From an optimization exercise on the open Yosys and OpenROAD flow, aimed at small area; shortcuts taken in it are not production practice. In this exercise RTL edits were held to simulation tests only and were not proved equivalent to the original. Power and IR drop assume default switching activity.

[design.v]
module appr_mult_basic_unit (
  input  wire [1:0] iDigit,
  input  wire [7:0] iData,
  input  wire [8:0] iTimes3,
  output wire [8:0] oPartial
);
wire s1 = iDigit[0] & ~iDigit[1];
wire s2 = iDigit[1] & ~iDigit[0];
wire s3 = iDigit[1] & iDigit[0];
assign oPartial[0]   = iDigit[0] & iData[0];
assign oPartial[8:1] = ({8{s1}} & {1'b0, iData[7:1]}) | ({8{s2}} & iData) | ({8{s3}} & iTimes3[8:1]);
endmodule
module appr_mult (
  input  wire [7:0] iData,
  output wire [8:0] oTimes3
);
wire [7:0] lo;
wire [8:2] hi;
generate
  genvar i;
  for (i = 0; i < 4; i = i + 1) begin : g
    assign lo[2*i]   = iData[2*i];
    assign lo[2*i+1] = iData[2*i] | iData[2*i+1];
    assign hi[2*i+2] = iData[2*i+1];
  end
endgenerate
wire c3 = lo[2] & hi[2];
wire c4 = lo[3] & c3;
wire c5 = (lo[4] & hi[4]) | (c4 & (lo[4] ^ hi[4]));
wire c6 = lo[5] & c5;
wire c7 = (lo[6] & hi[6]) | (c6 & (lo[6] ^ hi[6]));
wire c8 = lo[7] & c7;
assign oTimes3 = {hi[8] ^ c8,
                  lo[7] ^ c7,
                  lo[6] ^ hi[6] ^ c6,
                  lo[5] ^ c5,
                  lo[4] ^ hi[4] ^ c4,
                  lo[3] ^ c3,
                  lo[2] ^ hi[2],
                  lo[1],
                  lo[0]};
endmodule
module pe (
  input  wire        iClk,
  input  wire        iClear,      
  input  wire [7:0]  iData,
  input  wire [8:0]  iTimes3,
  input  wire [7:0]  iWeight,
  output wire [19:0] oAcc
);
reg  [19:0] acc;
reg         cdef;
wire        cnext;
wire [19:0] accg = iClear ? 20'd0 : acc;
wire        cdefg = iClear ? 1'b0 : cdef;
wire [8:0]  p0, p1, p2, p3;
wire [19:0] sum;
appr_mult_basic_unit u0 (.iDigit(iWeight[1:0]), .iData(iData), .iTimes3(iTimes3), .oPartial(p0));
appr_mult_basic_unit u1 (.iDigit(iWeight[3:2]), .iData(iData), .iTimes3(iTimes3), .oPartial(p1));
appr_mult_basic_unit u2 (.iDigit(iWeight[5:4]), .iData(iData), .iTimes3(iTimes3), .oPartial(p2));
appr_mult_basic_unit u3 (.iDigit(iWeight[7:6]), .iData(iData), .iTimes3(iTimes3), .oPartial(p3));
wire s1;
wire c2;
wire s3;
wire c4;
wire s5;
wire c6;
wire s7;
wire c8;
wire s9;
wire c10;
wire s11;
wire c12;
wire s13;
wire c14;
wire s15;
wire c16;
wire s17;
wire c18;
wire s19;
wire c20;
wire s21;
wire c22;
wire s23;
wire c24;
wire s25;
wire c26;
wire s27;
wire c28;
wire s29;
wire c30;
wire s31;
wire c32;
wire s33;
wire c34;
wire s35;
wire c36;
wire s37;
wire c38;
wire s39;
wire c40;
wire s41;
wire c42;
wire s43;
wire c44;
wire s45;
wire c46;
wire s47;
wire c48;
wire s49;
wire c50;
wire s51;
wire c52;
wire s53;
wire c54;
wire s55;
wire c56;
wire s57;
wire c58;
wire s59;
wire c60;
wire s61;
wire c62;
wire s63;
wire c64;
wire s65;
wire c66;
wire s67;
wire c68;
wire s69;
wire c70;
wire s71;
wire c72;
wire s73;
wire c74;
wire s75;
wire c76;
wire s77;
wire c78;
wire s79;
wire c80;
wire s81;
wire c82;
wire s83;
wire c84;
wire s85;
wire c86;
wire s87;
wire c88;
wire s89;
wire c90;
wire s91;
wire c92;
wire s93;
assign s1 = accg[6] ^ p0[6];
assign c2 = accg[6] & p0[6];
assign s3 = accg[7] ^ p0[7] ^ p1[5];
assign c4 = (accg[7] & p0[7]) | (p1[5] & (accg[7] ^ p0[7]));
assign s5 = accg[8] ^ p0[8] ^ p1[6];
assign c6 = (accg[8] & p0[8]) | (p1[6] & (accg[8] ^ p0[8]));
assign s7 = accg[9] ^ p1[7];
assign c8 = accg[9] & p1[7];
assign s9 = accg[10] ^ p1[8];
assign c10 = accg[10] & p1[8];
assign s11 = accg[4] ^ p0[4];
assign c12 = accg[4] & p0[4];
assign s13 = accg[5] ^ p0[5] ^ p1[3];
assign c14 = (accg[5] & p0[5]) | (p1[3] & (accg[5] ^ p0[5]));
assign s15 = p1[4] ^ p2[2] ^ p3[0];
assign c16 = (p1[4] & p2[2]) | (p3[0] & (p1[4] ^ p2[2]));
assign s17 = p2[3] ^ p3[1] ^ c2;
assign c18 = (p2[3] & p3[1]) | (c2 & (p2[3] ^ p3[1]));
assign s19 = p2[4] ^ p3[2] ^ c4;
assign c20 = (p2[4] & p3[2]) | (c4 & (p2[4] ^ p3[2]));
assign s21 = p2[5] ^ p3[3] ^ c6;
assign c22 = (p2[5] & p3[3]) | (c6 & (p2[5] ^ p3[3]));
assign s23 = p2[6] ^ p3[4] ^ c8;
assign c24 = (p2[6] & p3[4]) | (c8 & (p2[6] ^ p3[4]));
assign s25 = accg[11] ^ p2[7] ^ p3[5];
assign c26 = (accg[11] & p2[7]) | (p3[5] & (accg[11] ^ p2[7]));
assign s27 = accg[12] ^ p2[8];
assign c28 = accg[12] & p2[8];
assign s29 = accg[2] ^ p0[2];
assign c30 = accg[2] & p0[2];
assign s31 = accg[3] ^ p0[3] ^ p1[1];
assign c32 = (accg[3] & p0[3]) | (p1[1] & (accg[3] ^ p0[3]));
assign s33 = p1[2] ^ p2[0] ^ s11;
assign c34 = (p1[2] & p2[0]) | (s11 & (p1[2] ^ p2[0]));
assign s35 = p2[1] ^ c12 ^ s13;
assign c36 = (p2[1] & c12) | (s13 & (p2[1] ^ c12));
assign s37 = s1 ^ c14 ^ s15;
assign c38 = (s1 & c14) | (s15 & (s1 ^ c14));
assign s39 = s3 ^ c16 ^ s17;
assign c40 = (s3 & c16) | (s17 & (s3 ^ c16));
assign s41 = s5 ^ c18 ^ s19;
assign c42 = (s5 & c18) | (s19 & (s5 ^ c18));
assign s43 = s7 ^ c20 ^ s21;
assign c44 = (s7 & c20) | (s21 & (s7 ^ c20));
assign s45 = s9 ^ c22 ^ s23;
assign c46 = (s9 & c22) | (s23 & (s9 ^ c22));
assign s47 = c10 ^ c24 ^ s25;
assign c48 = (c10 & c24) | (s25 & (c10 ^ c24));
assign s49 = p3[6] ^ c26 ^ s27;
assign c50 = (p3[6] & c26) | (s27 & (p3[6] ^ c26));
assign s51 = accg[13] ^ p3[7] ^ c28;
assign c52 = (accg[13] & p3[7]) | (c28 & (accg[13] ^ p3[7]));
assign s53 = accg[14] ^ p3[8];
assign c54 = accg[14] & p3[8];
assign s55 = accg[0] ^ p0[0];
assign c56 = accg[0] & p0[0];
assign s57 = accg[1] ^ p0[1] ^ c56;
assign c58 = (accg[1] & p0[1]) | (c56 & (accg[1] ^ p0[1]));
assign s59 = p1[0] ^ s29 ^ c58;
assign c60 = (p1[0] & s29) | (c58 & (p1[0] ^ s29));
assign s61 = c30 ^ s31 ^ c60;
assign c62 = (c30 & s31) | (c60 & (c30 ^ s31));
assign s63 = c32 ^ s33 ^ c62;
assign c64 = (c32 & s33) | (c62 & (c32 ^ s33));
assign s65 = c34 ^ s35 ^ c64;
assign c66 = (c34 & s35) | (c64 & (c34 ^ s35));
assign s67 = c36 ^ s37 ^ c66;
assign c68 = (c36 & s37) | (c66 & (c36 ^ s37));
assign s69 = c38 ^ s39 ^ c68;
assign c70 = (c38 & s39) | (c68 & (c38 ^ s39));
assign s71 = c40 ^ s41 ^ c70;
assign c72 = (c40 & s41) | (c70 & (c40 ^ s41));
assign s73 = c42 ^ s43 ^ c72;
assign c74 = (c42 & s43) | (c72 & (c42 ^ s43));
assign cnext = c74;
assign s75 = c44 ^ s45 ^ cdefg;
assign c76 = (c44 & s45) | (cdefg & (c44 ^ s45));
assign s77 = c46 ^ s47 ^ c76;
assign c78 = (c46 & s47) | (c76 & (c46 ^ s47));
assign s79 = c48 ^ s49 ^ c78;
assign c80 = (c48 & s49) | (c78 & (c48 ^ s49));
assign s81 = c50 ^ s51 ^ c80;
assign c82 = (c50 & s51) | (c80 & (c50 ^ s51));
assign s83 = c52 ^ s53 ^ c82;
assign c84 = (c52 & s53) | (c82 & (c52 ^ s53));
assign s85 = accg[15] ^ c54 ^ c84;
assign c86 = (accg[15] & c54) | (c84 & (accg[15] ^ c54));
assign s87 = accg[16] ^ c86;
assign c88 = accg[16] & c86;
assign s89 = accg[17] ^ c88;
assign c90 = accg[17] & c88;
assign s91 = accg[18] ^ c90;
assign c92 = accg[18] & c90;
assign s93 = accg[19] ^ c92;
assign sum = {s93, s91, s89, s87, s85, s83, s81, s79, s77, s75, s73, s71, s69, s67, s65, s63, s61, s59, s57, s55};
always @(posedge iClk) begin
  acc  <= sum;
  cdef <= cnext;
end
assign oAcc = acc;
endmodule
module pe_cube (
  input  wire         iClk,
  input  wire         iRst,
  input  wire         iValid,
  input  wire [31:0]  iDataRam,
  input  wire [31:0]  iWeightRam,
  input  wire [8:0]   iPattern,
  input  wire [1:0]   iPassLeft,
  input  wire         iHold0,
  input  wire [4:0]   iCap,
  output wire [215:0] oResult
);
localparam PATTERN_1 = 3'd0,
           PATTERN_2 = 3'd1,
           PATTERN_3 = 3'd2,
           PATTERN_4 = 3'd3,
           PATTERN_5 = 3'd4;
wire [7:0] d2 = iValid ? iDataRam[31:24] : 8'd0;
wire [4:0] shift_in = iValid ? iWeightRam[28:24] : 5'd0;
reg  [1:0] pass_dly [0:1];
wire [1:0] pass [0:2];
assign pass[0] = iPassLeft;
assign pass[1] = pass_dly[0];
assign pass[2] = pass_dly[1];
always @(posedge iClk) begin
  if (iRst) begin
    pass_dly[0] <= 2'd0;
    pass_dly[1] <= 2'd0;
  end else begin
    pass_dly[0] <= iPassLeft;
    pass_dly[1] <= pass_dly[0];
  end
end
wire [4:0] cap = iCap;
reg  [4:0] young;
always @(posedge iClk) begin
  if (iRst) begin
    young <= 5'b11111;
  end else begin
    young <= {young[3:0], 1'b0};
  end
end
wire rst_q = young[0];
wire [4:0] hold;
assign hold[0] = iHold0;
assign hold[4:1] = cap[3:0];
reg  [7:0] cache [0:8];
reg  [7:0] dly   [0:8];
wire [7:0] x     [0:8];
wire [8:0] t3    [0:8];
reg  [7:0] w     [0:2][1:5];
generate
  genvar k, a, c;
  for (c = 0; c < 3; c = c + 1) begin : col
    wire [2:0] p  = iPattern[3*c+2:3*c];
    wire [7:0] d1 = iValid ? iDataRam[8*c+7:8*c] : 8'd0;
    assign x[c]   = (p == PATTERN_1 || p == PATTERN_2 || p == PATTERN_3) ? d1 :
                    (p == PATTERN_4 || p == PATTERN_5) ? d2 : 8'd0;
    assign x[3+c] = (p == PATTERN_2 || p == PATTERN_3 || p == PATTERN_4) ? d1 :
                    (p == PATTERN_1 || p == PATTERN_5) ? d2 : 8'd0;
    assign x[6+c] = (p == PATTERN_3 || p == PATTERN_4 || p == PATTERN_5) ? d1 :
                    (p == PATTERN_1 || p == PATTERN_2) ? d2 : 8'd0;
  end
  for (a = 0; a < 3; a = a + 1) begin : arr
    for (c = 0; c < 3; c = c + 1) begin : col
      always @(posedge iClk) begin
        if (c < 2 && pass[a][c % 2]) begin
          cache[3*a+c] <= dly[3*a+(c+1)%3];
        end else begin
          cache[3*a+c] <= x[3*a+c];
        end
        dly[3*a+c] <= cache[3*a+c];
      end
      appr_mult m (.iData(cache[3*a+c]), .oTimes3(t3[3*a+c]));
    end
  end
  for (k = 0; k < 3; k = k + 1) begin : blk
    always @(posedge iClk) begin
      w[k][1] <= iValid ? iWeightRam[8*k+7:8*k] : 8'd0;
      w[k][2] <= w[k][1];
      w[k][3] <= w[k][2];
      w[k][4] <= w[k][3];
      w[k][5] <= w[k][4];
    end
    wire [7:0] wd [0:4];
    for (a = 0; a < 5; a = a + 1) begin : tap
      assign wd[a] = (hold[a] | young[a]) ? 8'd0 : w[k][a+1];
    end
    wire [19:0] acc [0:8];
    for (a = 0; a < 3; a = a + 1) begin : arr
      for (c = 0; c < 3; c = c + 1) begin : col
        pe u (
          .iClk(iClk),
          .iClear(rst_q | cap[a+c]),
          .iData(cache[3*a+c]),
          .iTimes3(t3[3*a+c]),
          .iWeight(wd[a+c]),
          .oAcc(acc[3*a+c])
        );
      end
    end
    wire [19:0] sh0_in = ({20{cap[0]}} & acc[0]) | ({20{cap[1]}} & acc[1]) |
                         ({20{cap[3]}} & acc[5]) | ({20{cap[4]}} & acc[8]);
    wire [19:0] sh1_in = ({20{cap[1]}} & acc[3]) | ({20{cap[3]}} & acc[7]);
    wire [7:0]  sh0, sh1;
    result_shift rs0 (.iAcc(sh0_in), .iShift(shift_in), .oResult(sh0));
    result_shift rs1 (.iAcc(sh1_in), .iShift(shift_in), .oResult(sh1));
    reg  [7:0] res [0:8];
    always @(posedge iClk) begin
      if (cap[0]) res[0] <= sh0[7:0];
      if (cap[1]) res[1] <= sh0[7:0];
      if (cap[2]) res[2] <= acc[2][7:0];
      if (cap[1]) res[3] <= sh1[7:0];
      if (cap[2]) res[4] <= acc[4][7:0];
      if (cap[3]) res[5] <= sh0[7:0];
      if (cap[2]) res[6] <= acc[6][7:0];
      if (cap[3]) res[7] <= sh1[7:0];
      if (cap[4]) res[8] <= sh0[7:0];
    end
    for (a = 0; a < 9; a = a + 1) begin : out
      assign oResult[8*(9*k+a)+7:8*(9*k+a)] = res[a];
    end
  end
endgenerate
endmodule
module result_shift (
  input  wire [19:0] iAcc,
  input  wire [4:0]  iShift,
  output wire [7:0]  oResult
);
wire [19:0] z1 = iShift[4] ? {16'd0, iAcc[19:16]} : iAcc;    
wire [14:0] z2 = iShift[3] ? {3'd0, z1[19:8]} : z1[14:0];     
wire [10:0] z3 = iShift[2] ? z2[14:4] : z2[10:0];
wire [8:0]  z4 = iShift[1] ? z3[10:2] : z3[8:0];
assign oResult = iShift[0] ? z4[8:1] : z4[7:0];
endmodule
module micro_controller (
    input  wire        iClk,
    input  wire        iRst,
    input  wire        iStart,
    output wire        oReady,
    output wire [10:0] oAddrRd,
    output reg         oDataRdValid,
    output reg  [8:0]  oInputPattern,
    output reg  [1:0]  oPassDataLeft,
    output reg         oHold0,        
    output reg  [4:0]  oCap,          
    output reg  [3:0]  oPost,         
    output wire        oWriteEn,
    output wire [10:0] oAddrWr
);
localparam PATTERN_1 = 3'd0,
           PATTERN_2 = 3'd1,
           PATTERN_3 = 3'd2,
           PATTERN_4 = 3'd3,
           PATTERN_5 = 3'd4,
           NOT_CARE  = 3'd5;
reg       state;
reg [4:0] counter;
reg [8:0] addr_wr;
wire      finish = (counter == 5'd30);
assign oReady   = ~state;
assign oAddrRd  = {4'd0, counter, 2'd0};
assign oWriteEn = oPost[3] & (|oPost[2:0]);
assign oAddrWr  = {addr_wr, 2'd0};
always @(posedge iClk) begin
    if (iRst) begin
        state        <= 1'b0;
        counter      <= 5'd0;
        oDataRdValid <= 1'b0;
    end else begin
        oDataRdValid <= state;
        if (state) begin
            state   <= ~finish;
            counter <= finish ? 5'd0 : counter + 5'd1;
        end else begin
            state   <= iStart;
        end
    end
end
always @(posedge iClk) begin
    if (iRst) begin
        oHold0 <= 1'b0;
        oCap   <= 5'd0;
    end else begin
        oHold0 <= state & (counter == 5'd28);
        oCap   <= {oCap[3:0], state & (counter == 5'd29)};
    end
end
always @(posedge iClk) begin
    if (iRst) begin
        oPost <= 4'd0;
    end else if (finish) begin
        oPost <= 4'd1;
    end else if (oPost != 4'd0) begin
        oPost <= oPost + 4'd1;
    end
end
always @(posedge iClk) begin
    if (iRst) begin
        addr_wr <= 9'd0;
    end else if (oWriteEn) begin
        addr_wr <= addr_wr + 9'd1;
    end
end
always @(posedge iClk) begin
    begin
        case (counter)
            'd0 : oInputPattern <= {NOT_CARE, NOT_CARE, PATTERN_1};
            'd1 : oInputPattern <= {NOT_CARE, PATTERN_1, PATTERN_2};
            'd2 : oInputPattern <= {PATTERN_1, PATTERN_2, PATTERN_3};
            'd3 : oInputPattern <= {PATTERN_2, PATTERN_3, PATTERN_4};
            'd4 : oInputPattern <= {PATTERN_3, PATTERN_4, PATTERN_5};
            'd5 : oInputPattern <= {PATTERN_4, PATTERN_5, NOT_CARE};
            'd6 : oInputPattern <= {PATTERN_5, NOT_CARE, NOT_CARE};
            'd7, 'd16, 'd25 : oInputPattern <= {PATTERN_3, NOT_CARE, NOT_CARE};
            'd8, 'd17, 'd26 : oInputPattern <= {PATTERN_4, NOT_CARE, NOT_CARE};
            'd9, 'd18, 'd27 : oInputPattern <= {PATTERN_5, NOT_CARE, PATTERN_1};
            'd10, 'd19, 'd28 : oInputPattern <= {PATTERN_3, PATTERN_1, PATTERN_2};
            'd11, 'd20, 'd29 : oInputPattern <= {PATTERN_4, PATTERN_2, PATTERN_3};
            'd12, 'd21, 'd30 : oInputPattern <= {PATTERN_5, PATTERN_3, PATTERN_4};
            'd13, 'd22 : oInputPattern <= {PATTERN_3, PATTERN_4, PATTERN_5};
            'd14, 'd23 : oInputPattern <= {PATTERN_4, PATTERN_5, NOT_CARE};
            'd15, 'd24 : oInputPattern <= {PATTERN_5, NOT_CARE, NOT_CARE};
            default : oInputPattern <= {NOT_CARE, NOT_CARE, NOT_CARE};
        endcase
    end
end
always @(posedge iClk) begin
    if (iRst) begin
        oPassDataLeft <= 'd0;
    end else begin
        case (counter)
            'd3, 'd12, 'd21, 'd30 : oPassDataLeft <= 2'd1;
            'd4, 'd5, 'd6, 'd7, 'd8,
            'd13, 'd14, 'd15, 'd16, 'd17,
            'd22, 'd23, 'd24, 'd25, 'd26 : oPassDataLeft <= 2'd3;
            'd9, 'd18, 'd27 : oPassDataLeft <= 2'd2;
            default : oPassDataLeft <= 2'd0;
        endcase
    end
end
endmodule
module systolic_cube_with_mc #(
    parameter ARRAY_NUM = 3,
    parameter BLOCK_NUM = 3,
    parameter CUBE_NUM  = 3,  
    parameter RAM_DEPTH = 2048
) (
    input  wire                         iClk,
    input  wire                         iRst,
    input  wire                         iStart,
    output wire                         oReady,
    output wire [$clog2(RAM_DEPTH)-1:0] oAddrForDataWeightRam,
    input  wire [31:0]                  iDataFromDataRam,
    input  wire [31:0]                  iWeightFromWeightRam,
    output wire                         oWrEnForResultRam,
    output wire [$clog2(RAM_DEPTH)-1:0] oAddrForResultRam,
    output wire [31:0]                  oDataToResultRam
);
wire         valid;
wire [8:0]   pattern;
wire [1:0]   pass_left;
wire         hold0;
wire [4:0]   cap;
wire [3:0]   post;
wire [215:0] result;
micro_controller micro_controller_i (
    .iClk(iClk),
    .iRst(iRst),
    .iStart(iStart),
    .oReady(oReady),
    .oAddrRd(oAddrForDataWeightRam),
    .oDataRdValid(valid),
    .oInputPattern(pattern),
    .oPassDataLeft(pass_left),
    .oHold0(hold0),
    .oCap(cap),
    .oPost(post),
    .oWriteEn(oWrEnForResultRam),
    .oAddrWr(oAddrForResultRam)
);
pe_cube pe_cube_i (
    .iClk(iClk),
    .iRst(iRst),
    .iValid(valid),
    .iDataRam(iDataFromDataRam),
    .iWeightRam(iWeightFromWeightRam),
    .iPattern(pattern),
    .iPassLeft(pass_left),
    .iHold0(hold0),
    .iCap(cap),
    .oResult(result)
);
reg [31:0] word;
always @(*) begin
    case (post[2:0])
        3'd2 : word = result[63:32];
        3'd3 : word = result[95:64];
        3'd4 : word = result[127:96];
        3'd5 : word = result[159:128];
        3'd6 : word = result[191:160];
        3'd7 : word = {8'd0, result[215:192]};
        default : word = result[31:0];
    endcase
end
assign oDataToResultRam = word;
endmodule
[flow/run.sh]
#!/bin/bash
# The standard layout (standard.sh), with two changes to synthesis, neither
# of which touches the registers:
#  - Yosys's synth skips its quick ABC pass (synth -noabc), so the full
#    adders that extract_fa finds are the ones the RTL writes, without the
#    inverters the quick mapping leaves around them;
#  - the final technology mapping runs ABC with flow/abc_area.script (two
#    rounds of choice-based area mapping with don't-care resubstitution, and
#    no buffering or sizing, which placement repairs later).
set -euo pipefail
W=$(pwd)
sed 's/yosys synth -nofsm -noshare /yosys synth -nofsm -noshare -noabc /' "$W/synth_recipe.tcl" > "$W/synth_noabc.tcl"
grep -q -- '-noabc' "$W/synth_noabc.tcl"
cat > "$W/synth_abc.tcl" <<EOT
proc abc {args} {
  set i [lsearch -exact \$args -script]
  if { \$i >= 0 } { set args [lreplace \$args [expr {\$i + 1}] [expr {\$i + 1}] {$W/flow/abc_area.script}] }
  yosys abc {*}\$args
}
source {$W/synth_noabc.tcl}
EOT
bash "$W/standard.sh" "SYNTH_SCRIPT=$W/synth_abc.tcl" finish > "$W/standard.log" 2>&1
[flow/abc_area.script]
strash
&get -n
&st
&dch -f
&nf -a -R 1000
&put
mfs2
strash
&get -n
&st
&dch -f
&nf -a -R 1000
&put
topo
[standard.sh]
#!/bin/bash
# synth_recipe.tcl (not shown) runs the flow's synth.tcl, then flattens the netlist and writes it again
# the make line also repeats each setting of config.mk as NAME=value (left out here)
make -C /OpenROAD-flow-scripts/flow DESIGN_CONFIG=/design/flow/config.mk WORK_HOME=/design/flow/orfs CLKGATE_MAP_FILE= SYNTH_SCRIPT=/design/flow/synth_recipe.tcl "${@:-finish}"
[config.mk]
export PLATFORM = sky130hd
export DESIGN_NAME = systolic_cube_with_mc
export DESIGN_NICKNAME = systolic_cube_with_mc
export VERILOG_FILES = /design/flow/design.v
export SDC_FILE = /design/flow/constraint.sdc
export NUM_CORES = 4
export LEC_CHECK = 0
export ABC_AREA = 1
export CAP_MARGIN = 20
export CORE_MARGIN = 2
export CORE_UTILIZATION = 45
export CTS_CLUSTER_DIAMETER = 100
export CTS_CLUSTER_SIZE = 22
export SLEW_MARGIN = 20
[constraint.sdc]
create_clock -name core_clock -period 10.0 [get_ports {iClk}]
set_input_delay 2.0000 -clock core_clock [delete_from_list [all_inputs] [get_ports {iClk}]]
set_output_delay 2.0000 -clock core_clock [all_outputs]
set_load 0.01 [all_outputs]
==> run notes, run 1 <==
vias in the first global route 49600; Synth area leaders fa_1, dfxtp_1, edfxtp_1; DRC viols 0; net switching power about 0.0022 W; final hold violations 0; share of layout cells above drive strength 1 around 4.6%; post-synthesis cell count ~5900; Multi-input gate area around 0.041 mm²; Cell Area, Synth ~0.062 mm²; Comb power frac around an eighth; period utilisation layout between 70% and 80%; FMAX around 130 MHz; number of flops mapped to enable cells by yosys between 200 and 250; Final Setup Violations 0; Worst slew margin about 18%; placed cell count about 8000; Hold Slack a little under 0.4 ns; setup TNS 0 ns; first-pass GRT wire length roughly 340000 µm; post-DP HPWL about 170000 µm; Max Cap Viol 0; sequential-to-total area share from yosys stat about a third; arrival time worst endpoint between 8 and 9 ns; Clock Sink Count 952; CP Launch Type flop; Yosys top cell area share roughly a quarter; post-synthesis async set-or-reset flop share 0%; RSZ-0062 raised after global routing false; share of power burned in registers a little over half; Clock Tree Root clkbuf_16; Tot Pwr between 0.007 and 0.008 W; hold buffers post-CTS 0; Critical Path End Type flop; Storage cell area 0.0212 mm²; die area between 0.1 and 0.15 mm²; WHS Path Cells 0; I/O pins approximately 120; Skew-Pair Late Insertion Delay roughly 0.74 ns; total vias in the final route approximately 51000; area delta synth->final 10.5%; GPL Wtd Cong 0.998; r2r worst-path depth 22; largest net degree at the start of global routing 127; remaining antenna violation count 0; Netlist cell types 50; Setup Buffers After CTS 0; yosys warns 18; Global Route Usage Sum roughly 33%; Clock Tree Buf Depth 3; Site Rows roughly 140; CTS tree built; Synth area leader fa_1; slack of the critical path approximately 2.2 ns; Initial DRT Pass Iterations 9; post-synthesis average cell area approximately 11 µm²; Simple-Gate Fraction of Synth Area ~18%; FF+latch count, synth approximately 950; Port Buffer Count between 100 and 150; outcome no timing/DRC/antenna violations; DR WL/cell 29.1 µm; antenna violations before repair 26; Synth Area in XOR/XNOR under 10%; Die Y ~380 µm; skew final between 0.05 and 0.06 ns; reg-to-reg slack, setup around 2.2 ns; Tmin final 7.75 ns; fillcell total between 10000 and 15000; final net count about 7400; fin. max-slew vios 0; Remaining Overflow, GRT 0; mux cell area share after synthesis 0.870%; pwr dens approximately 110 mW/mm²; Starting Density a little under half; DR iter-0 viols between 7000 and 8000; Clk pwr share 33.5%; H-tree Lvls 2; crit-path max FO 27; Leak Pwr ~32 nW; routed wire length roughly 240000 µm; core area roughly 0.14 mm²; chip width around 380 µm; crit path kind reg -> reg; CTS clk-pin slew, worst paths approximately 0.090 ns; via density per instance about 6.3; Int Pwr 0.00535 W; Required @ worst endpoint about 11 ns; Synth Flop Type dfxtp_1; post-CTS resize count 0; Layout Cells excl Fill around 8100; CTS buffer count 55; type of the tightest min-delay check reg -> reg; VDD IR max approximately 0.16 mV; compound-cell area share of the yosys netlist approximately 16%; Worst Tran Pin Value around 1.2 ns; Net Sw Frac 29.6%; dpl ws around 2.3 ns; main combinational cell family by area after synthesis adder cells; Synth Area in Adders a little under 30%
==> worst max-delay path, stage by stage (launching register included) <==
cell and delay, ns:
dfxtp_1 0.31, buf_4 0.24, or2_0 0.27, ha_1 0.27
fa_1 0.40, ha_1 0.20, fa_1 0.37, ha_1 0.52
a22oi_1 0.26, nand2_1 0.10, fa_1 0.41, fa_1 0.41
fa_1 0.44, fa_1 0.42, fa_1 0.39, fa_1 0.43
fa_1 0.44, fa_1 0.58, fa_1 0.47, ha_1 0.20
ha_1 0.19, ha_1 0.19, xnor2_1 0.12
==> synth_stat cells (all sizes together), types with 5 or more instances <==
cell type,n
nand2,1395
fa,756
dfxtp,736
a22oi,574
and2,496
ha,278
edfxtp,216
nor2,199
a21oi,193
and3,178
a222oi,122
a22o,111
o21ai,108
xnor2,78
a32o,75
o22ai,58
mux2i,52
nor2b,44
a31oi,36
or2,35
nand3,34
xor2,31
nor3,21
a32oi,17
a221oi,9
a21boi,8
buf,8
o22a,7
o211ai,6
clkinv,5
==> final cells by class <==
type	instances	share of cell area [%]
Clock buffer	73	2.10
Clock inverter	19	0.336
Sequential cell	952	30.8
Multi-Input combinational cell	4966	59.8
Timing Repair Buffer	290	3.61
Inverter	5	0.0272
Antenna cell	7	0.0254
Tap cell	1794	3.26
==> layout by cell type (no fill, tap or decap), types with 6 or more instances in the layout <==
| master | n |
|---|---|
| o22ai_1 | 58 |
| dfxtp_4 | 6 |
| ha_1 | 278 |
| nor2b_1 | 41 |
| a32oi_1 | 17 |
| nand3_1 | 34 |
| xor2_1 | 31 |
| clkbuf_1 | 17 |
| nand2_1 | 1394 |
| a32o_1 | 75 |
| xnor2_1 | 78 |
| conb_1 | 8 |
| o21ai_0 | 108 |
| o211ai_1 | 6 |
| a221oi_1 | 9 |
| nor2_4 | 8 |
| a22o_1 | 111 |
| and2_0 | 490 |
| mux2i_1 | 50 |
| buf_4 | 170 |
| a21boi_0 | 8 |
| fa_1 | 756 |
| nor2_2 | 8 |
| and3_1 | 178 |
| edfxtp_1 | 216 |
| a21oi_1 | 192 |
| a22oi_1 | 574 |
| a31oi_1 | 36 |
| clkbuf_16 | 55 |
| nor2_1 | 183 |
| a222oi_1 | 122 |
| clkdlybuf4s50_1 | 111 |
| nor3_1 | 21 |
| or2_0 | 35 |
| o22a_1 | 7 |
| diode_2 | 7 |
| dfxtp_1 | 730 |
==> power by group through the flow <==
stage                     Clock, W  Combinational (W)  Sequential (W)
final                      0.00255           0.000972         0.00409
after global routing       0.00271            0.00102         0.00409
after CTS                  0.00259           0.000956         0.00408
after detailed placement         0           0.000952         0.00417
after global placement           0           0.000947         0.00417
after floorplan                  0           0.000406         0.00415
==> flip-flops by register name, summed over array words and instances, names as in the netlist, 5 cells and up <==
register,cells
pe_cube_i.blk.arr.col.u.acc,432
pe_cube_i.blk.res,216
pe_cube_i.w,120
pe_cube_i.cache,72
pe_cube_i.dly,48
pe_cube_i.blk.arr.col.u.cdef,18
micro_controller_i.addr_wr,9
micro_controller_i.oInputPattern,9
micro_controller_i.counter,5
micro_controller_i.oCap,5
pe_cube_i.young,5
==> routing by layer <==
| layer | part of all wire [%] | wire length, µm | GRT usage, % |
|---|---|---|---|
| met5 | 0.046 | 108 | 0 |
| met4 | 5.2 | 12400 | 15.0 |
| met3 | 12 | 29100 | 9.45 |
| met2 | 42 | 100000 | 48.0 |
| met1 | 40 | 94500 | 45.4 |
==> per-stage QoR <==
| stage | cell area, µm² | utilization, % |
|---|---|---|
| 2_1_floorplan | 62400 | - |
| 3_3_place_gp | 67100 | 48.8 |
| 3_5_place_dp | 67200 | 48.8 |
| 4_1_cts | 68800 | 50.1 |
| 5_1_grt | 68900 | 50.1 |
| 6_report | 68900 | 50.1 |
==> path summary, 6_finish.rpt <==
| kind | startpoint | end |
|---|---|---|
| worst max-delay path | pe_cube_i.cache[1][3] | pe_cube_i.blk[1].arr[0].col[1].u.acc[19] |
| worst min register to register | pe_cube_i.w[0][7] | pe_cube_i.w[1][7] |
| worst min-delay path | pe_cube_i.w[0][7] | pe_cube_i.w[1][7] |
| worst max register to register | pe_cube_i.cache[1][3] | pe_cube_i.blk[1].arr[0].col[1].u.acc[19] |
==> kinds of logic (layout without fill, tap and decap cells) <==
group | after synthesis | in the layout
other | 1 | 15
AO/OA/AOI/OAI | 1347 | 1347
flip-flops | 952 | 952
multiplexers | 54 | 54
buffers and inverters | 13 | 387
AND/OR/NAND/NOR | 2414 | 2414
XOR/XNOR | 109 | 109
adder cells (fa/ha/maj) | 1034 | 1034
==> run 2: changes to the inputs <==
--- a/config.mk
+++ b/config.mk
@@ -13,2 +13,3 @@
 export CTS_CLUSTER_SIZE = 22
+export GPL_TIMING_DRIVEN = 0
 export SLEW_MARGIN = 20
==> run 2 against run 1 <==
Net effect:
- clock power about the same
- register-to-register slack lost 0.09 ns
- cell area rose by 0.38%
- sequential share of layout area is essentially flat
- via count fell by 1.1%
- global-route usage is essentially flat
- fmax is 1.1% lower
- worst hold slack better by 0.011 ns
- flip-flop and latch count unchanged
- cell count shrank 1.2%
==> run notes, run 2 <==
top cells by count, synth nand2_1, fa_1, dfxtp_1; Synth Area in Adders 29.8% (unchanged); sequential-to-total area share from yosys stat 34.0% (unchanged); crit-path max FO 27 (unchanged); post-synthesis average cell area 10.5 µm² (unchanged); period utilisation layout 78.4% (+0.89 points); FMAX 127 MHz (-1.1%); post-DP HPWL 176000 µm (+2.1%); post-synthesis cell count 5924 (unchanged); Final Setup Violations 0 (unchanged); crit path cell chain or2_0 > ha_1 > fa_1 > ha_1 > fa_1 > ha_1 > xor2_2 > a22o_1 > fa_1 > fa_1 > fa_1 > fa_1 > fa_1 > fa_1 > fa_1 > fa_1 > fa_1 > ha_1 > ha_1 > ha_1 > xnor2_1; first-pass GRT wire length 343000 µm (about the same); Yosys top cell area share 24.3% (unchanged); WHS Path Cells 0 (unchanged); compound-cell area share of the yosys netlist 15.9% (unchanged); mux cell area share after synthesis 0.870% (unchanged); arrival time worst endpoint 8.43 ns (+0.06 ns); Die Y 376 µm (unchanged); RSZ-0062 raised after global routing false; post-CTS resize count 0 (unchanged); Tmin final 7.84 ns (+0.0892 ns); skew final 0.0572 ns (+0.00261 ns); I/O pins 123 (unchanged); Leak Pwr 31.6 nW (-0.92%); Buf/Inv on CP 0 (-1); Starting Density 45.4% (unchanged); Cell Area, Synth 0.0624 mm² (unchanged); biggest regs pe_cube_i.blk.arr.col.u.acc (432), pe_cube_i.blk.res (216), pe_cube_i.w (120); Worst slew margin 17.2% (-0.55 points); total vias in the final route 50900 (-1.1%); antenna violations before repair 28 (+7.7%); area delta synth->final 10.9%; core area 0.137 mm² (unchanged); crit path kind reg -> reg; Global Route Usage Sum 33.0% (about the same); CTS buffer count 55 (unchanged); most common cell after layout, fill and taps aside nand2_1; register bank with the most flops pe_cube_i.blk.arr.col.u.acc; fin. max-slew vios 0 (unchanged); remaining antenna violation count 0 (unchanged); DR WL/cell 29.4 µm (+1.0%); DP Area 0.0673 mm² (+0.27%); Tot Pwr 0.00766 W (+0.73%); hold path endpoint pe_cube_i.dly[8][1]; via density per instance 6.35 (about the same); Simple-Gate Fraction of Synth Area 17.7% (unchanged); Netlist cell types 50 (unchanged); Clock Sink Count 952 (unchanged); FF+latch count, synth 952 (unchanged); Setup Buffers After CTS 0 (unchanged); VDD IR max 0.154 mV (-5.1%); final hold violations 0 (unchanged); most frequent cell after synthesis nand2_1; Critical Path End Type flop; CTS clk-pin slew, worst paths 0.09 ns (about the same); reg2reg start pe_cube_i.cache[5][3]; H-tree Lvls 2 (unchanged); CP Launch Type flop; largest net degree at the start of global routing 59 (-54%); Required @ worst endpoint 10.59 ns (-0.02 ns); Max Cap Viol 0 (unchanged); die area 0.142 mm² (unchanged); Synth area leaders fa_1, dfxtp_1, edfxtp_1; Max stage delay on crit path 0.79 ns (+0.21 ns); RR Endpoint pe_cube_i.blk[0].arr[1].col[2].u.acc[19]; pwr dens 111 mW/mm² (+0.35%); Initial DRT Pass Iterations 10 (+1); max FFs per register 432 (unchanged); GPL Wtd Cong 0.973 (-2.6%); Remaining Overflow, GRT 0 (unchanged); Synth Flop Type dfxtp_1; share of layout cells above drive strength 1 4.45% (-0.10 points); slack of the critical path 2.16 ns (-0.0892 ns); Synth area leader fa_1; vias in the first global route 49100 (-1.0%); Port Buffer Count 111 (unchanged); hold path start pe_cube_i.cache[8][1]; routed wire length 236000 µm (-0.20%); number of flops mapped to enable cells by yosys 216 (unchanged); main combinational cell family by area after synthesis adder cells; CP delay by family, top adder cells; dpl ws 2.08 ns (-0.252 ns); final net count 7265 (-1.4%); yosys warns 18 (unchanged); DR iter-0 viols 6873 (-8.6%); post-synthesis async set-or-reset flop share 0% (unchanged); reg-to-reg slack, setup 2.16 ns (-0.09 ns); CTS tree built; hold buffers post-CTS 0 (unchanged); cell mode on critical path fa_1; r2r worst-path depth 21 (-4.5%); post-route cell area 0.0692 mm² (+0.38%); Synth Area in XOR/XNOR 1.53% (unchanged); Slowest cell on crit path xor2_2; commonest cells after routing, fill and taps aside nand2_1, fa_1, dfxtp_1; DRC viols 0 (unchanged); type of the tightest min-delay check reg -> reg; Hold Slack 0.402 ns (+0.0109 ns); Site Rows 136 (unchanged); Worst Tran Pin Value 1.24 ns (+0.0401 ns); outcome no timing/DRC/antenna violations; Clock Tree Root clkbuf_16; chip width 376 µm (unchanged); Clock Tree Buf Depth 3 (unchanged); Skew-Pair Late Insertion Delay 0.74 ns (about the same)
[run 2: cells by family (layout without fill, tap and decap cells)]
| logic type | after synthesis | in the layout |
|---|---|---|
| AND/OR/NAND/NOR | 2414 | 2414 |
| AO/OA/AOI/OAI | 1347 | 1347 |
| adder cells (fa/ha/maj) | 1034 | 1034 |
| flip-flops | 952 | 952 |
| XOR/XNOR | 109 | 109 |
| multiplexers | 54 | 54 |
| buffers and inverters | 13 | 282 |
| other | 1 | 24 |
[run 2: how the worst max path moves through the flow]
| stage | cells past startpoint | to | start |
|---|---|---|---|
| after global placement | 15 | pe_cube_i.blk[1].arr[1].col[0].u.acc[19] | micro_controller_i.oCap[1] |
| after floorplan | 15 | pe_cube_i.blk[0].arr[0].col[1].u.acc[19] | micro_controller_i.oCap[1] |
| final | 21 | pe_cube_i.blk[0].arr[1].col[2].u.acc[19] | pe_cube_i.cache[5][3] |
| after CTS | 21 | pe_cube_i.blk[2].arr[0].col[1].u.acc[19] | pe_cube_i.cache[1][3] |
| after global routing | 21 | pe_cube_i.blk[0].arr[0].col[0].u.acc[19] | pe_cube_i.cache[0][1] |
| after detailed placement | 21 | pe_cube_i.blk[2].arr[0].col[1].u.acc[19] | pe_cube_i.cache[1][3] |
[run 2: final cells by class]
| cell class | instances | area [µm²] |
|---|---|---|
| antenna | 16 | 40.0 |
| timing repair buffer | 176 | 2390 |
| buffer | 8 | 60.1 |
| clock inverter | 21 | 269 |
| fill | 12400 | 68300 |
| inverter | 5 | 18.8 |
| multi-input combinational | 4966 | 41400 |
| sequential | 952 | 21300 |
| tap | 1794 | 2240 |
| clock buffer | 72 | 1450 |
[run 2: power breakdown]
group,switching [W],internal [W],total [W]
combinational,0.000565,0.000338,0.000903
clock,0.00148,0.00109,0.00257
sequential,0.000211,0.00398,0.00419
[run 2: routing by layer]
layer,wire length [µm],share of wire [%],GRT usage [%]
met5,76,0.032,0
met4,12200,5.2,14.7
met3,28500,12,10.1
met2,99100,42,47.3
met1,95800,41,45.8
[run 2: per-stage QoR]
step | std cells | utilization, % | TNS (ns)
floorplan | 5931 | - | 0
global placement | 7836 | 47.8 | -1378.19
CTS | 7989 | 50.2 | 0
global route | 8000 | 50.3 | 0
finish | 8010 | 50.3 | 0
detailed placement | 7896 | 49.0 | 0
==> run 3: changes to the inputs <==
--- a/config.mk
+++ b/config.mk
@@ -11,5 +11,4 @@
 export CORE_UTILIZATION = 45
-export CTS_CLUSTER_DIAMETER = 100
-export CTS_CLUSTER_SIZE = 22
-export GPL_TIMING_DRIVEN = 0
+export CTS_CLUSTER_DIAMETER = 110
+export CTS_CLUSTER_SIZE = 26
 export SLEW_MARGIN = 20
==> run 3 against run 2 <==
Net effect:
- clock power shrank 5%
- setup slack gained 0.12 ns
- critical endpoint is now pe_cube_i.blk[1].arr[0].col[1].u.acc[19]
- largest power group unchanged
- critical path type unchanged
- largest cell class unchanged
- critical path depth rose by 1
- total power shrank 2.2%
==> run notes, run 3 <==
commonest cells after routing, fill and taps aside nand2_1, fa_1, dfxtp_1; reg2reg start pe_cube_i.cache[1][3]; reg-to-reg slack, setup 2.27 ns (+0.12 ns); Clock Tree Root clkbuf_16; Starting Density 45.4% (unchanged); Worst Tran Pin Value 1.18 ns (-0.0545 ns); remaining antenna violation count 0 (unchanged); CP Capture Point pe_cube_i.blk[1].arr[0].col[1].u.acc[19]; Skew-Pair Late Insertion Delay 0.72 ns (-0.02 ns); most frequent cell after synthesis nand2_1; Final Core Density 50.0% (-0.27 points); chip width 376 µm (unchanged); Final Setup Violations 0 (unchanged); crit path kind reg -> reg; setup TNS 0 ns (unchanged); crit-path max FO 27 (unchanged); Yosys top cell area share 24.3% (unchanged); CTS tree built; post-synthesis cell count 5924 (unchanged); Worst slew margin 18.8% (+1.5 points); hold buffers post-CTS 0 (unchanged); Synth area leader fa_1; Layout Cells excl Fill 8104 (+1.2%); Cell Area, Synth 0.0624 mm² (unchanged); post-synthesis average cell area 10.5 µm² (unchanged); H-tree Lvls 2 (unchanged); outcome no timing/DRC/antenna violations; core area 0.137 mm² (unchanged); arrival time worst endpoint 8.32 ns (-0.11 ns); via density per instance 6.33 (-0.24%); r2r worst-path depth 22 (+4.8%); post-CTS resize count 0 (unchanged); DR WL/cell 29.1 µm (-1.1%); top cells by count, synth nand2_1, fa_1, dfxtp_1; period utilisation layout 77.3% (-1.2 points); pwr dens 109 mW/mm² (-1.6%); max FFs per register 432 (unchanged); fillcell total 12500 (+0.96%); Required @ worst endpoint 10.60 ns (about the same); Clock Tree Buf Depth 3 (unchanged); Global Route Usage Sum 32.9% (-0.055 points); largest net degree at the start of global routing 127 (+120%); VDD IR max 0.130 mV (-16%); final hold violations 0 (unchanged); Leak Pwr 31.8 nW (+0.70%); RSZ-0062 raised after global routing false; antenna violations before repair 26 (-7.1%); DR iter-0 viols 7398 (+7.6%); most common cell after layout, fill and taps aside nand2_1; I/O pins 123 (unchanged); Site Rows 136 (unchanged); Critical Path End Type flop; sequential-to-total area share from yosys stat 34.0% (unchanged); share of layout cells above drive strength 1 4.46% (+0.012 points); placed cell count 7999 (+1.3%); CP Launch Type flop; Die Y 376 µm (unchanged); register bank with the most flops pe_cube_i.blk.arr.col.u.acc; die area 0.142 mm² (unchanged); post-DP HPWL 172000 µm (-2.1%); Port Buffer Count 111 (unchanged); first-pass GRT wire length 343000 µm (about the same); Netlist cell types 50 (unchanged); RR Endpoint pe_cube_i.blk[1].arr[0].col[1].u.acc[19]; Setup Buffers After CTS 0 (unchanged); Clock Sink Count 952 (unchanged); GPL Wtd Cong 0.998 (+2.6%); skew final 0.0376 ns (-0.0196 ns); Synth area leaders fa_1, dfxtp_1, edfxtp_1; final net count 7364 (+1.4%); area delta synth->final 10.3%; CP Launch Point pe_cube_i.cache[1][3]; FMAX 129 MHz (+1.5%); biggest regs pe_cube_i.blk.arr.col.u.acc (432), pe_cube_i.blk.res (216), pe_cube_i.w (120); number of flops mapped to enable cells by yosys 216 (unchanged); fin. max-slew vios 0 (unchanged); FF+latch count, synth 952 (unchanged); post-synthesis async set-or-reset flop share 0% (unchanged); vias in the first global route 49600 (+1.0%); routed wire length 236000 µm (about the same); total vias in the final route 51300 (+0.93%); yosys warns 18 (unchanged); type of the tightest min-delay check reg -> reg; Max Cap Viol 0 (unchanged); DRC viols 0 (unchanged); CTS buffer count 48 (-13%); Synth Flop Type dfxtp_1; Initial DRT Pass Iterations 9 (-1); Tot Pwr 0.00749 W (-2.2%); CTS clk-pin slew, worst paths 0.11 ns (+0.02 ns); Remaining Overflow, GRT 0 (unchanged); Tmin final 7.73 ns (-0.116 ns)
[run 3: worst min-delay path by stage]
| stage | slack (ns) | cells after the start | start | end |
|---|---|---|---|---|
| floorplan | 0.36 | 0 | pe_cube_i.w[0][1] | pe_cube_i.w[1][1] |
| global placement | 0.40 | 0 | pe_cube_i.w[10][7] | pe_cube_i.w[11][7] |
| detailed placement | 0.39 | 0 | pe_cube_i.w[0][1] | pe_cube_i.w[1][1] |
| CTS | 0.40 | 0 | pe_cube_i.w[0][3] | pe_cube_i.w[1][3] |
| global route | 0.41 | 0 | pe_cube_i.w[0][5] | pe_cube_i.w[1][5] |
| finish | 0.39 | 0 | pe_cube_i.w[0][5] | pe_cube_i.w[1][5] |
[run 3: critical path, stage by stage (launching register included)]
cell	delay [ns]
dfxtp_1	0.31
buf_4	0.24
or2_0	0.27
ha_1	0.26
fa_1	0.40
ha_1	0.20
fa_1	0.37
ha_1	0.52
a22oi_1	0.25
nand2_1	0.10
fa_1	0.40
fa_1	0.41
fa_1	0.44
fa_1	0.42
fa_1	0.39
fa_1	0.44
fa_1	0.44
fa_1	0.58
fa_1	0.47
ha_1	0.20
ha_1	0.19
ha_1	0.19
xnor2_1	0.12
[run 3: through the flow]
| step | hold slack [ns] | area (µm²) | setup slack, ns |
|---|---|---|---|
| 3_5_place_dp | 0.393 | 67200 | 2.33 |
| 3_3_place_gp | 0.400 | 67100 | 2.38 |
| 4_1_cts | 0.401 | 68700 | 2.31 |
| 5_1_grt | 0.406 | 68800 | 2.03 |
| 2_1_floorplan | 0.360 | 62400 | 1.26 |
| 6_report | 0.394 | 68800 | 2.27 |
[run 3: cells by family after synthesis]
| logic type | count (synthesis) | synth area share, % |
|---|---|---|
| fa+ha+maj | 1034 | 29.8 |
| other cells | 1 | 0.00601 |
| flops | 952 | 34.0 |
| xor+xnor | 109 | 1.53 |
| compound gates | 1347 | 15.9 |
| mux | 54 | 0.870 |
| simple gates | 2414 | 17.7 |
| buf+inv | 13 | 0.126 |
[run 3: final cells by class]
type,instances,area [µm²],area share [%]
Multi-Input combinational cell,4966,41200,59.9
Sequential cell,952,21200,30.9
Timing Repair Buffer,290,2480,3.61
Tap cell,1794,2240,3.26
Clock buffer,64,1290,1.88
Clock inverter,19,263,0.382
Antenna cell,14,35.0,0.0509
Inverter,5,18.8,0.0273
[run 3: power by group]
part	leakage, nW	internal (W)	total, W	switching (W)
Combinational	23.1	0.000315	0.000968	0.000653
Clock	0.744	0.000990	0.00244	0.00145
Sequential	7.93	0.00398	0.00409	0.000109
Total	31.8	0.00528	0.00749	0.00221
[run 3: routing by layer]
layer	share of wire, %	global-route usage, %	up-vias
li1	-	-	22100
met4	4.8	14.0	14
met1	41	45.1	25600
met3	12	9.89	484
met5	0.042	0	-
met2	43	48.3	3065
==> run 4: changes to the inputs <==
--- a/flow/run.sh
+++ b/flow/run.sh
@@ -7,3 +7,3 @@
 #  - the final technology mapping runs ABC with flow/abc_area.script (two
-#    rounds of choice-based area mapping with don't-care resubstitution, and
+#    rounds of choice-based area mapping (amap) with resubstitution, and
 #    no buffering or sizing, which placement repairs later).
==> flow/abc_area.script (replaced) <==
strash
dch -f
amap
mfs2
strash
dch -f
amap
topo
--- a/config.mk
+++ b/config.mk
@@ -11,4 +11,4 @@
 export CORE_UTILIZATION = 45
-export CTS_CLUSTER_DIAMETER = 110
-export CTS_CLUSTER_SIZE = 26
+export CTS_CLUSTER_DIAMETER = 100
+export CTS_CLUSTER_SIZE = 22
 export SLEW_MARGIN = 20
==> run 4 against run 3 <==
Net effect:
- sequential share of layout area up 0.54 points
- flip-flop and latch count unchanged
- cell count down 3.4%
- sequential power about the same
- critical endpoint is now pe_cube_i.blk[2].arr[0].col[1].u.acc[19]
==> run notes, run 4 <==
vias in the first global route 48500 (-2.1%); post-synthesis cell count 5704 (-3.7%); post-DP HPWL 181000 µm (+5.0%); Comb power frac 13.3% (+0.4 points); DR iter-0 viols 8138 (+10%); post-route cell area 0.0676 mm² (-1.8%); post-synthesis async set-or-reset flop share 0% (unchanged); DR WL/cell 30.1 µm (+3.6%); Storage cell area 0.0212 mm² (about the same); Worst slew margin 21.2% (+2.5 points); first-pass GRT wire length 343000 µm (about the same); register bank with the most flops pe_cube_i.blk.arr.col.u.acc; die area 0.140 mm² (-1.4%); Setup Buffers After CTS 0 (unchanged); Global Route Usage Sum 33.5% (+0.59 points); pwr dens 113 mW/mm² (+3.7%); Leak Pwr 27.5 nW (-13%); fin. max-slew vios 0 (unchanged); Required @ worst endpoint 10.64 ns (+0.04 ns); Port Buffer Count 111 (unchanged); arrival time worst endpoint 8.62 ns (+0.30 ns); net switching power 0.00223 W (+0.74%); sequential-to-total area share from yosys stat 34.5% (+0.50 points); FMAX 125 MHz (-3.2%); Site Rows 135 (-0.74%); Yosys top cell area share 24.6% (+0.35 points); I/O pins 123 (unchanged); crit path kind reg -> reg; share of layout cells above drive strength 1 3.89% (-0.57 points); Final Setup Violations 0 (unchanged); area delta synth->final 9.94%; DP Area 0.0659 mm² (-1.9%); total vias in the final route 49900 (-2.8%); post-CTS resize count 0 (unchanged); outcome no timing/DRC/antenna violations; crit-path max FO 13 (-52%); period utilisation layout 79.8% (+2.5 points); Tmin final 7.98 ns (+0.255 ns); hold buffers post-CTS 0 (unchanged); routed wire length 236000 µm (about the same); core area 0.135 mm² (-1.5%); slack of the critical path 2.02 ns (-0.255 ns); Worst Tran Pin Value 1.18 ns (-0.00290 ns); fillcell total 12500 (-0.69%); Clock Tree Root clkbuf_16; FF+latch count, synth 952 (unchanged); CTS tree built; CTS buffer count 55 (+15%); share of power burned in registers 53.5% (-1.0 points); Starting Density 45.4% (about the same); Synth area leaders fa_1, dfxtp_1, edfxtp_1; via density per instance 6.38 (+0.69%); skew final 0.0422 ns (+0.00456 ns); Netlist cell types 39 (-22%); top cells by count, synth fa_1, dfxtp_1, nor2_1; GPL Wtd Cong 1.05 (+5.0%); VDD IR max 0.135 mV (+4.1%); commonest cells after routing, fill and taps aside fa_1, dfxtp_1, nor2_1; Net Sw Frac 29.2% (-0.33 points); Die Y 374 µm (-0.72%); CTS clk-pin slew, worst paths 0.10 ns (about the same); Max Cap Viol 0 (unchanged); Clock Sink Count 952 (unchanged); chip width 374 µm (-0.72%); CP Launch Type flop; Remaining Overflow, GRT 0 (unchanged); DRC viols 0 (unchanged); Skew-Pair Late Insertion Delay 0.74 ns (+0.02 ns); H-tree Lvls 2 (unchanged); Cell Area, Synth 0.0615 mm² (-1.4%); Int Pwr 0.00541 W (+2.4%); max FFs per register 432 (unchanged); Initial DRT Pass Iterations 15 (+6); Synth Flop Type dfxtp_1; Clock Tree Buf Depth 3 (unchanged); biggest regs pe_cube_i.blk.arr.col.u.acc (432), pe_cube_i.blk.res (216), pe_cube_i.w (120); number of flops mapped to enable cells by yosys 216 (unchanged); yosys warns 18 (unchanged); most frequent cell after synthesis fa_1; Clk pwr share 33.1% (+0.6 points); Critical Path End Type flop; post-synthesis average cell area 10.8 µm² (+2.4%); final hold violations 0 (unchanged); most common cell after layout, fill and taps aside fa_1; dpl ws 2.09 ns (-0.242 ns); Synth area leader fa_1; reg-to-reg slack, setup 2.02 ns (-0.25 ns); antenna violations before repair 10 (-62%); RSZ-0062 raised after global routing false; remaining antenna violation count 0 (unchanged); final net count 7104 (-3.5%); largest net degree at the start of global routing 100 (-21%); Multi-input gate area 0.0377 mm² (-8.7%); type of the tightest min-delay check reg -> reg; setup TNS 0 ns (unchanged)
[run 4: changes by cell type in the layout (fill, tap and decap cells not counted), sizes merged, moves of 107 or more]
cell	delta
nand2	-1263
a222oi	+269
o22ai	+239
and3	-178
o22a	+107
clkinv	+694
o21ai	+139
nor2b	+282
nor2	+528
and2	-496
a22oi	-358
[run 4: logic make-up after synthesis]
group	after synthesis	synth area share, %
AO/OA/AOI/OAI	1606	20.0
XOR/XNOR	27	0.385
adder cells (fa/ha/maj)	1034	30.3
buffers and inverters	705	4.35
flip-flops	952	34.5
other	1	0.00610
AND/OR/NAND/NOR	1379	10.5
[run 4: through the flow]
stage	cells	utilization [%]	total power [W]	hold slack, ns
floorplan	5711	-	0.00460	0.332
global placement	7725	48.6	0.00515	0.346
detailed placement	7727	48.6	0.00516	0.371
CTS	7818	49.9	0.00766	0.384
global route	7818	49.9	0.00787	0.389
finish	7826	49.9	0.00763	0.375
[run 4: cell type report]
| class | count | area share [%] |
|---|---|---|
| Multi-Input combinational cell | 4054 | 55.7 |
| Sequential cell | 952 | 31.4 |
| Inverter | 697 | 3.87 |
| Tap cell | 1781 | 3.30 |
| Timing Repair Buffer | 243 | 3.14 |
| Clock buffer | 70 | 2.18 |
| Clock inverter | 21 | 0.357 |
| Antenna cell | 8 | 0.0296 |
[run 4: routing by layer]
layer	GRT usage [%]	share of wire (%)	wire length, µm	vias to the layer above
met5	0.240	0.026	61	-
li1	-	-	-	21700
met3	8.65	11	25700	528
met4	17.6	6.8	16100	4
met2	49.3	42	99800	3005
met1	45.5	40	94200	24700
[run 4: power by group through the flow]
stage / registers [W] / clock network [W] / logic (W)
floorplan: 0.00414 / 0 / 0.000467
global placement: 0.00417 / 0 / 0.000987
detailed placement: 0.00417 / 0 / 0.000995
CTS: 0.00408 / 0.00259 / 0.000999
global route: 0.00409 / 0.00272 / 0.00107
finish: 0.00409 / 0.00253 / 0.00102
[run 4: final timing paths]
kind                                             from                                        to  cells past startpoint
worst max-delay path            pe_cube_i.cache[1][2]  pe_cube_i.blk[2].arr[0].col[1].u.acc[19]                     21
worst min-delay path            pe_cube_i.cache[4][0]                       pe_cube_i.dly[4][0]                      0
worst max register to register  pe_cube_i.cache[1][2]  pe_cube_i.blk[2].arr[0].col[1].u.acc[19]                     21
worst min register to register  pe_cube_i.cache[4][0]                       pe_cube_i.dly[4][0]                      0
[run 4: worst max-delay path, cell delays in order, from the launching register on]
cell and delay, ns:
dfxtp_1 0.66, or2_0 0.38, ha_1 0.21, fa_1 0.37, ha_1 0.21, fa_1 0.37, ha_1 0.48, a222oi_1 0.43
clkinv_1 0.16, fa_1 0.44, fa_1 0.43, fa_1 0.44, fa_1 0.43, fa_1 0.39, fa_1 0.39, fa_1 0.39
fa_1 0.39, fa_1 0.45, ha_1 0.23, ha_1 0.19, ha_1 0.19, o31ai_1 0.22
==> run 5: changes to the inputs <==
--- a/design.v
+++ b/design.v
@@ -51,6 +51,3 @@
 reg  [19:0] acc;
-reg         cdef;
-wire        cnext;
 wire [19:0] accg = iClear ? 20'd0 : acc;
-wire        cdefg = iClear ? 1'b0 : cdef;
 wire [8:0]  p0, p1, p2, p3;
@@ -228,5 +225,4 @@
 assign c74 = (c42 & s43) | (c72 & (c42 ^ s43));
-assign cnext = c74;
-assign s75 = c44 ^ s45 ^ cdefg;
-assign c76 = (c44 & s45) | (cdefg & (c44 ^ s45));
+assign s75 = c44 ^ s45 ^ c74;
+assign c76 = (c44 & s45) | (c74 & (c44 ^ s45));
 assign s77 = c46 ^ s47 ^ c76;
@@ -251,3 +247,2 @@
   acc  <= sum;
-  cdef <= cnext;
 end
==> run 5 against run 4 <==
Net effect:
- still clean on timing, DRC and antenna
- cell count barely moved
- largest cell class unchanged
- fmax fell by 16%
- cell area fell by 0.35%
- total power rose by 8.8%
- flip-flop and latch count fell by 18
- wire length rose by 4.2%
- die area fell by 0.93%
- clock-buffer cell count rose by 1
- synthesized cell count fell by 0.93%
==> run notes, run 5 <==
outcome no timing/DRC/antenna violations; Critical Path End Type flop; CP Launch Type flop; DP Area 0.0656 mm² (-0.40%); Max Cap Viol 0 (unchanged); Worst slew margin 21.5% (+0.30 points); Skew-Pair Late Insertion Delay 0.73 ns (about the same); most common cell after layout, fill and taps aside fa_1; share of layout cells above drive strength 1 4.58% (+0.69 points); first-pass GRT wire length 349000 µm (+1.8%); Tmin final 9.52 ns (+1.53 ns); sequential-to-total area share from yosys stat 34.2% (-0.26 points); DR WL/cell 31.4 µm (+4.3%); final net count 7093 (-0.15%); Setup Buffers After CTS 0 (unchanged); FF+latch count, synth 934 (-1.9%); biggest regs pe_cube_i.blk.arr.col.u.acc (432), pe_cube_i.blk.res (216), pe_cube_i.w (120); period utilisation layout 95.2% (+15 points); post-route cell area 0.0674 mm² (-0.35%); post-synthesis async set-or-reset flop share 0% (unchanged); Yosys top cell area share 24.8% (+0.23 points); type of the tightest min-delay check reg -> reg; Netlist cell types 40 (+2.6%); via density per instance 6.47 (+1.4%); Clock Tree Buf Depth 3 (unchanged); chip width 372 µm (-0.47%); Cell Area, Synth 0.0609 mm² (-0.94%); commonest cells after routing, fill and taps aside fa_1, dfxtp_1, nor2_1; post-synthesis average cell area 10.8 µm² (about the same); number of flops mapped to enable cells by yosys 216 (unchanged); DRC viols 0 (unchanged); RSZ-0062 raised after global routing false; top cells by count, synth fa_1, dfxtp_1, nor2_1; largest net degree at the start of global routing 80 (-20%); Clock Sink Count 934 (-1.9%); Site Rows 135 (unchanged); CTS clk-pin slew, worst paths 0.09 ns (about the same); Initial DRT Pass Iterations 14 (-1); final hold violations 0 (unchanged); post-DP HPWL 190000 µm (+5.3%); GPL Wtd Cong 1.01 (-3.3%); CTS tree built; Tot Pwr 0.00831 W (+8.8%); area delta synth->final 10.6%; CP Launch Point micro_controller_i.oCap[2]; Port Buffer Count 111 (unchanged); Clock Tree Root clkbuf_16; crit-path max FO 14 (+1); Synth area leaders fa_1, dfxtp_1, edfxtp_1; yosys warns 18 (unchanged); Required @ worst endpoint 10.58 ns (-0.06 ns); most frequent cell after synthesis fa_1; arrival time worst endpoint 10.10 ns (+1.48 ns); reg2reg start micro_controller_i.oCap[2]; hold buffers post-CTS 0 (unchanged); remaining antenna violation count 0 (unchanged); H-tree Lvls 2 (unchanged); post-CTS resize count 0 (unchanged); max FFs per register 432 (unchanged); Worst Tran Pin Value 1.18 ns (-0.00452 ns); FMAX 105 MHz (-16%); vias in the first global route 48000 (-1.1%); VDD IR max 0.157 mV (+16%); DR iter-0 viols 9046 (+11%); die area 0.138 mm² (-0.93%); fin. max-slew vios 0 (unchanged); slack of the critical path 0.485 ns (-1.53 ns); Synth area leader fa_1; Starting Density 45.1% (-0.26 points); I/O pins 123 (unchanged); dpl ws 0.611 ns (-1.48 ns); Die Y 372 µm (-0.47%); Final Setup Violations 0 (unchanged); setup TNS 0 ns (unchanged); CTS buffer count 55 (unchanged); Hold Slack 0.358 ns (-0.0163 ns); Synth Flop Type dfxtp_1; Global Route Usage Sum 35.2% (+1.7 points); routed wire length 246000 µm (+4.2%); hold path start pe_cube_i.cache[2][0]; register bank with the most flops pe_cube_i.blk.arr.col.u.acc; total vias in the final route 50600 (+1.4%); crit path kind reg -> reg; antenna violations before repair 16 (+6); post-synthesis cell count 5651 (-0.93%); core area 0.135 mm² (-0.37%); r2r worst-path depth 24 (+14%); pwr dens 123 mW/mm² (+9.2%); skew final 0.0634 ns (+0.0212 ns); Remaining Overflow, GRT 0 (unchanged); WHS Path Cells 0 (unchanged); Leak Pwr 27.7 nW (+0.49%)
[run 5: cell type report]
type,count,area [µm²]
Clock inverter,20,274
Antenna cell,13,32.5
Multi-Input combinational cell,4054,37600
Fill cell,12400,67600
Sequential cell,934,20900
Timing Repair Buffer,285,2440
Inverter,662,2480
Tap cell,1781,2230
Clock buffer,71,1450
[run 5: logic make-up after synthesis]
| kind of cell | Yosys count | share of synthesized area, % |
|---|---|---|
| AO/OA/AOI/OAI | 1603 | 20.0 |
| XOR/XNOR | 21 | 0.302 |
| adder cells (fa/ha/maj) | 1034 | 30.6 |
| buffers and inverters | 670 | 4.18 |
| flip-flops | 934 | 34.2 |
| other | 1 | 0.00616 |
| AND/OR/NAND/NOR | 1388 | 10.7 |
[run 5: path summary, 6_finish.rpt]
path,end,slack [ns]
worst max-delay path,pe_cube_i.blk[1].arr[2].col[1].u.acc[19],0.48
worst min-delay path,pe_cube_i.dly[2][0],0.36
worst max register to register,pe_cube_i.blk[1].arr[2].col[1].u.acc[19],0.48
worst min register to register,pe_cube_i.dly[2][0],0.36
[run 5: worst max-delay path, cell delays in order (launching register included)]
cell and delay [ns]:
dfxtp_4 0.43, or2_0 0.64, nand2b_1 0.42, nor2_1 0.59, clkinv_1 0.27, o21ai_0 0.31, ha_1 0.31, fa_1 0.41
fa_1 0.39, fa_1 0.41, fa_1 0.40, fa_1 0.42, fa_1 0.40, fa_1 0.40, fa_1 0.40, fa_1 0.41
fa_1 0.39, fa_1 0.40, fa_1 0.42, fa_1 0.41, fa_1 0.40, ha_1 0.20, ha_1 0.18, ha_1 0.19
xor2_1 0.15
[run 5: layer usage]
layer  share of wire, %  GRT usage [%]  vias up
met1                 42           52.0    25300
met2                 41           48.7     3282
met3                 13           9.72      374
li1                   -              -    21600
met4                4.4           13.3        4
met5             0.0094          0.105        -
[run 5: per-stage QoR]
| step | util [%] | std cells |
|---|---|---|
| finish | 49.9 | 7820 |
| CTS | 49.9 | 7807 |
| global route | 49.9 | 7807 |
| floorplan | - | 5658 |
| detailed placement | 48.6 | 7716 |
| global placement | 48.6 | 7716 |
[run 5: report_power, final]
group / internal, W / leakage [nW] / switching [W] / total [W]
sequential: 0.00399 / 7.80 / 0.000209 / 0.00420
combinational: 0.000474 / 19.0 / 0.00110 / 0.00158
clock: 0.00109 / 0.824 / 0.00145 / 0.00253
total: 0.00555 / 27.7 / 0.00276 / 0.00831
==> run 6: changes to the inputs <==
--- a/config.mk
+++ b/config.mk
@@ -10,3 +10,3 @@
 export CORE_MARGIN = 2
-export CORE_UTILIZATION = 45
+export CORE_UTILIZATION = 55
 export CTS_CLUSTER_DIAMETER = 100
==> run 6 against run 5 <==
Net effect:
- still clean
- cell area decreased by 0.59%
- die area decreased by 18%
- clock-buffer cell count decreased by 3
- sequential power about the same
- fmax increased by 0.79%
- setup slack improved by 0.074 ns
- combinational power about the same
- flip-flop and latch count unchanged
- non-clock buffer count increased by 12
- worst hold slack improved by 0.0034 ns
==> run notes, run 6 <==
outcome no timing/DRC/antenna violations; hold buffers post-CTS 0 (unchanged); Yosys top cell area share 24.8% (unchanged); I/O pins 123 (unchanged); skew final 0.0301 ns (-0.0333 ns); pwr dens 122 mW/mm² (-0.98%); post-synthesis cell count 5651 (unchanged); biggest regs pe_cube_i.blk.arr.col.u.acc (432), pe_cube_i.blk.res (216), pe_cube_i.w (120); reg-to-reg slack, setup 0.56 ns (+0.07 ns); slack of the critical path 0.559 ns (+0.0742 ns); period utilisation layout 94.4% (-0.74 points); FF+latch count, synth 934 (unchanged); vias in the first global route 48500 (+0.97%); share of layout cells above drive strength 1 4.71% (+0.13 points); first-pass GRT wire length 338000 µm (-3.0%); RSZ-0062 raised after global routing false; commonest cells after routing, fill and taps aside fa_1, dfxtp_1, nor2_1; fillcell total 9534 (-23%); CP Launch Type flop; antenna violations before repair 9 (-7); post-CTS resize count 0 (unchanged); VDD IR max 0.127 mV (-19%); post-synthesis async set-or-reset flop share 0% (unchanged); area delta synth->final 9.93%; Remaining Overflow, GRT 0 (unchanged); dpl ws 0.734 ns (+0.124 ns); CTS buffer count 53 (-3.6%); crit path kind reg -> reg; DRC viols 0 (unchanged); Comb power frac 19.3% (+0.3 points); Clock Sink Count 934 (unchanged); final net count 7103 (+0.14%); Synth Flop Type dfxtp_1; Final Setup Violations 0 (unchanged)
[run 6: cell types whose count changed in the layout (fill, tap and decap cells not counted), moves of 2 or more]
cell / previous run / this run
inv_8: 4 / 1
clkinvlp_4: 2 / 0
buf_4: 172 / 182
diode_2: 13 / 10
clkinv_4: 2 / 5
clkinv_2: 0 / 2
clkbuf_16: 55 / 53
[run 6: stage by stage]
stage          total power, W  setup TNS, ns  hold WS (ns)
6_report              0.00818              0         0.362
5_1_grt               0.00838              0         0.370
4_1_cts               0.00812              0         0.358
3_5_place_dp          0.00577              0         0.342
3_3_place_gp          0.00576              0         0.340
2_1_floorplan         0.00490        -0.0313         0.332
[run 6: layout make-up]
type	instances	area [µm²]	area share, %
diodes	10	25.0	0.0374
clock inverters	18	209	0.312
inverters	662	2480	3.71
multi-input cells	4054	37600	56.1
flip-flops and latches	934	20900	31.2
repair buffers	297	2540	3.80
well taps	1488	1860	2.78
clock buffers	68	1380	2.06
[run 6: how the worst max path moves through the flow]
| stage | to | slack (ns) | cells after the start | start |
|---|---|---|---|---|
| 6_report | pe_cube_i.blk[2].arr[2].col[1].u.acc[19] | 0.56 | 24 | micro_controller_i.oCap[2] |
| 3_3_place_gp | pe_cube_i.blk[2].arr[2].col[1].u.acc[19] | 0.83 | 24 | micro_controller_i.oCap[2] |
| 2_1_floorplan | pe_cube_i.blk[0].arr[1].col[2].u.acc[19] | -0.03 | 23 | micro_controller_i.oCap[3] |
| 3_5_place_dp | pe_cube_i.blk[2].arr[2].col[1].u.acc[19] | 0.73 | 24 | micro_controller_i.oCap[2] |
| 4_1_cts | pe_cube_i.blk[2].arr[2].col[1].u.acc[19] | 0.72 | 24 | micro_controller_i.oCap[2] |
| 5_1_grt | pe_cube_i.blk[2].arr[2].col[1].u.acc[19] | 0.26 | 24 | micro_controller_i.oCap[2] |
[run 6: layer usage]
metal  global-route usage (%)  vias to the layer above  wire (µm)
met5                        0                        -         26
met4                     18.2                        4      12700
met3                     15.8                      523      34200
met2                     58.1                     3629      97100
met1                     57.3                    25200      93300
li1                         -                    21600          -
[run 6: power by group through the flow]
stage               registers [W]  logic (W)  clock network (W)
floorplan                 0.00419   0.000713                  0
global placement          0.00425    0.00151                  0
detailed placement        0.00425    0.00151                  0
CTS                       0.00417    0.00152            0.00244
global route              0.00418    0.00164            0.00256
finish                    0.00418    0.00158            0.00241
[run 6: kinds of logic after synthesis]
family,count (synthesis),synth area share [%]
buf+inv,670,4.18
compound gates,1603,20.0
xor+xnor,21,0.302
fa+ha+maj,1034,30.6
simple gates,1388,10.7
other cells,1,0.00616
flops,934,34.2
[run 6: worst max-delay path, stage by stage (launching register included)]
cell,delay [ns]
dfxtp_4,0.43
or2_0,0.60
nand2b_1,0.38
nor2_1,0.61
clkinv_1,0.28
o21ai_0,0.28
ha_1,0.30
fa_1,0.44
fa_1,0.39
fa_1,0.41
fa_1,0.41
fa_1,0.41
fa_1,0.42
fa_1,0.40
fa_1,0.40
fa_1,0.41
fa_1,0.41
fa_1,0.45
fa_1,0.41
fa_1,0.40
fa_1,0.38
ha_1,0.20
ha_1,0.18
ha_1,0.18
xor2_1,0.16

Re-timed with assumed drivers on the ports (clkbuf_16 on the clock, buf_2 on other inputs), run 6 has 0.559 ns of setup slack against 0.559 ns with ideal ports, and 0.559 ns once port delays also move by the mid clock arrival of 0.786 ns.
